Context: an optimization exercise on an open-source flow, tuned for small area. The choices shown serve that exercise and are no tape-out recipe. Where RTL was checked, it was by simulation tests only, not by an equivalence proof against the original. Power is estimated from default activity; no workload was simulated.

==> flow/design.v (excerpt) <==
module riscv_core (
    input clk,
    input reset,
    output [31:0] imem_addr,
    input  [31:0] imem_rdata,
    output [31:0] dmem_addr,
    output [31:0] dmem_wdata,
    output [1:0]  dmem_size,
    output        dmem_we,
    input  [31:0] dmem_rdata
);
Size: about 1100 flip-flops, roughly 170 I/O pins, about 0.031 mm^2 of cells after synthesis.
clock: 18.0 ns
lec_check: 0
abc_area: 0
cap_margin: 20
core_margin: 2
core_utilization: 55
cts_buf_list: sky130_fd_sc_hd__clkbuf_4 sky130_fd_sc_hd__clkbuf_8
cts_cluster_diameter: 60
cts_cluster_size: 20
slew_margin: 20
synth_hierarchical: 1
standard.sh (not shown) runs the stock make flow with config.mk's settings and CLKGATE_MAP_FILE= SYNTH_SCRIPT=/design/flow/synth_recipe.tcl, a recipe that flattens the netlist after the stock synthesis.
==> flow/flow/run.sh <==
#!/bin/bash
# The standard layout, with plain buf_1 cells as the port buffers and a clock tree
# built without dummy loads.
set -euo pipefail
bash standard.sh "BUFFER_PORTS_ARGS=-buffer_cell sky130_fd_sc_hd__buf_1" \
  "CTS_ARGS=-sink_clustering_enable -repair_clock_nets -sink_clustering_size 20 -sink_clustering_max_diameter 60 -buf_list {sky130_fd_sc_hd__clkbuf_4 sky130_fd_sc_hd__clkbuf_8} -dont_use_dummy_load" \
  finish > standard_flow.log 2>&1
The starting point completed without violations.
Rerun with:
--- a/flow/design.v
+++ b/flow/design.v
@@ -231,49 +231,51 @@
             2'd1: wd = sh_out;
             2'd2: wd = ld_b;
             default: wd = {7'b0, flag & (ph == 2'd0)};
         endcase
         if (clr) wd = 8'd0;
     end
     wire [7:0] wdx = wd ^ {8{sp}};
     wire [4:0] rd = ins[11:7];
+    wire [31:0] a_nx;
+    generate for (ga = 0; ga < 32; ga = ga + 1) begin : g_anx
+        if (ga < 24) begin : g_lo
+            sel2_bit u_a (.s(ashift), .s_n(~ashift), .a(A[ga+8]), .b(A[ga]), .y(a_nx[ga]));
+        end else begin : g_hi
+            sel2_bit u_a (.s(ashift), .s_n(~ashift), .a(sum[ga-24]), .b(A[ga]), .y(a_nx[ga]));
+        end
+    end endgenerate
     wire [7:0] t_top;
     generate for (ga = 0; ga < 8; ga = ga + 1) begin : g_ttop
         sel2_bit u_t (.s(tload), .s_n(~tload), .a(port[ga]), .b(T[ga]), .y(t_top[ga]));
     end endgenerate
     wire       pc_end  = (ph == 2'd3) & ~clr & last;
     wire       pc_jump = pc_end & (c_jal | c_jalr | (c_br & taken));
     wire [30:0] pcy; wire [29:0] pc_nx;
     assign pcy[0] = pc_end;
     genvar gi;
     generate for (gi = 0; gi < 30; gi = gi + 1) begin : g_inc
-        pc_bit u_pc (.pc(pc[gi]), .cy(pcy[gi]), .jump(pc_jump), .jump_n(~pc_jump), .a(A[gi+2]), .d(pc_nx[gi]), .cy_out(pcy[gi+1]));
+        pc_bit u_pc (.pc(pc[gi]), .cy(pcy[gi]), .jump(pc_jump), .jump_n(~pc_jump & ~clr), .a(A[gi+2]), .d(pc_nx[gi]), .cy_out(pcy[gi+1]));
     end endgenerate
     wire       rf_we = wen & ~clr;
     wire [3:0] rd_lo = {4{rf_we}} & (4'b0001 << rd[1:0]);
     wire [7:0] rd_hi = 8'b00000001 << rd[4:2];
     generate
         for (gr = 1; gr < 32; gr = gr + 1) begin : g_rf
             wire       we, we_n;
             rf_wdec u_d (.a(rd_lo[gr % 4]), .b(rd_hi[gr / 4]), .clr(clr), .we(we), .we_n(we_n));
             wire [7:0] top;
             for (gb = 0; gb < 8; gb = gb + 1) begin : g_w
                 rf_wbit u_w (.we(we), .we_n(we_n), .q(rf[gr][gb]), .wd(wdx[gb]), .d(top[gb]));
             end
             always @(posedge clk) rf[gr] <= {top, rf[gr][31:8]};
         end
     endgenerate
-    always @(posedge clk or posedge reset) begin
-        if (reset) begin
-            pc <= 30'd0;
-        end else begin
-            pc <= pc_nx;
-        end
-    end
+    always @(posedge clk) pc <= pc_nx;
     always @(posedge clk or posedge reset) begin
         if (reset) begin
             ph <= 2'd0;
             pass <= 2'd0;
             clr <= 1'b1;
             sp <= 1'b0;
         end else begin
             ph <= ph + 2'd1;
@@ -286,17 +288,17 @@
                     pass <= pass + 2'd1;
             end
         end
     end
     always @(posedge clk) begin
         c <= co;
         z <= ((ph == 2'd0) | z) & (sum == 8'd0);
         if (fcap & (ph == 2'd3)) flag <= lt;
-        if (ashift) A <= {sum, A[31:8]};
+        A <= a_nx;
         T <= {t_top, T[31:8]};
     end
     assign imem_addr  = {pc, 2'b00};
     assign dmem_addr  = A;
     assign dmem_wdata = {port, T[31:8]};
     assign dmem_size  = f3[1:0];
     assign dmem_we    = c_st & (pass == 2'd1) & (ph == 2'd3);
 endmodule
=> Area after synthesis increases slightly. Maximum frequency increases slightly. Setup slack improved by 0.060 ns. Sequential power decreases by a little under a tenth. Via count increases by a few percent. Global-route usage decreases by 0.15 points. Die area increases slightly. Power decreases by a few percent. Design area increases slightly. Non-clock buffer count increases by 6. Hold slack got worse by 0.027 ns. Combinational power decreases by a few percent. Routed wire length increases slightly. First-iteration DRC count decreases by a little under a tenth.
Only the layout flow was run in the second run of this note; the RTL was not checked for function there.

separate check: timing with driven ports:
The results above use ideal ports. As a check the final layouts listed here were re-extracted and re-timed, cells and wires unchanged. Step 1, drivers: a clkbuf_16 drives clk and a buf_2 each remaining input, both assumed. Step 2 times the ports against the registers' clock, not the clock port: input delays grow and output delays shrink by t, the midpoint of the rising clock arrivals with the driver on. Three values: ideal, step 1, step 2; two values: the first two.
run | t (ns) | slack for setup (ns) | clock arrival spread, ns | worst slew at a driven data input, ns | pins driven straight from the clock port
the first run | 0.701 | 3.399 / 3.426 / 2.726 | 0.124 / 0.123 | 0.08 | 1
the second run | 0.683 | 3.459 / 3.488 / 2.805 | 0.089 / 0.089 | 0.12 | 1
After both steps setup and hold are still met in every run listed. The setup slack of the first run, which loses most, moves by +0.027 ns with the drivers and by -0.673 ns with both steps.
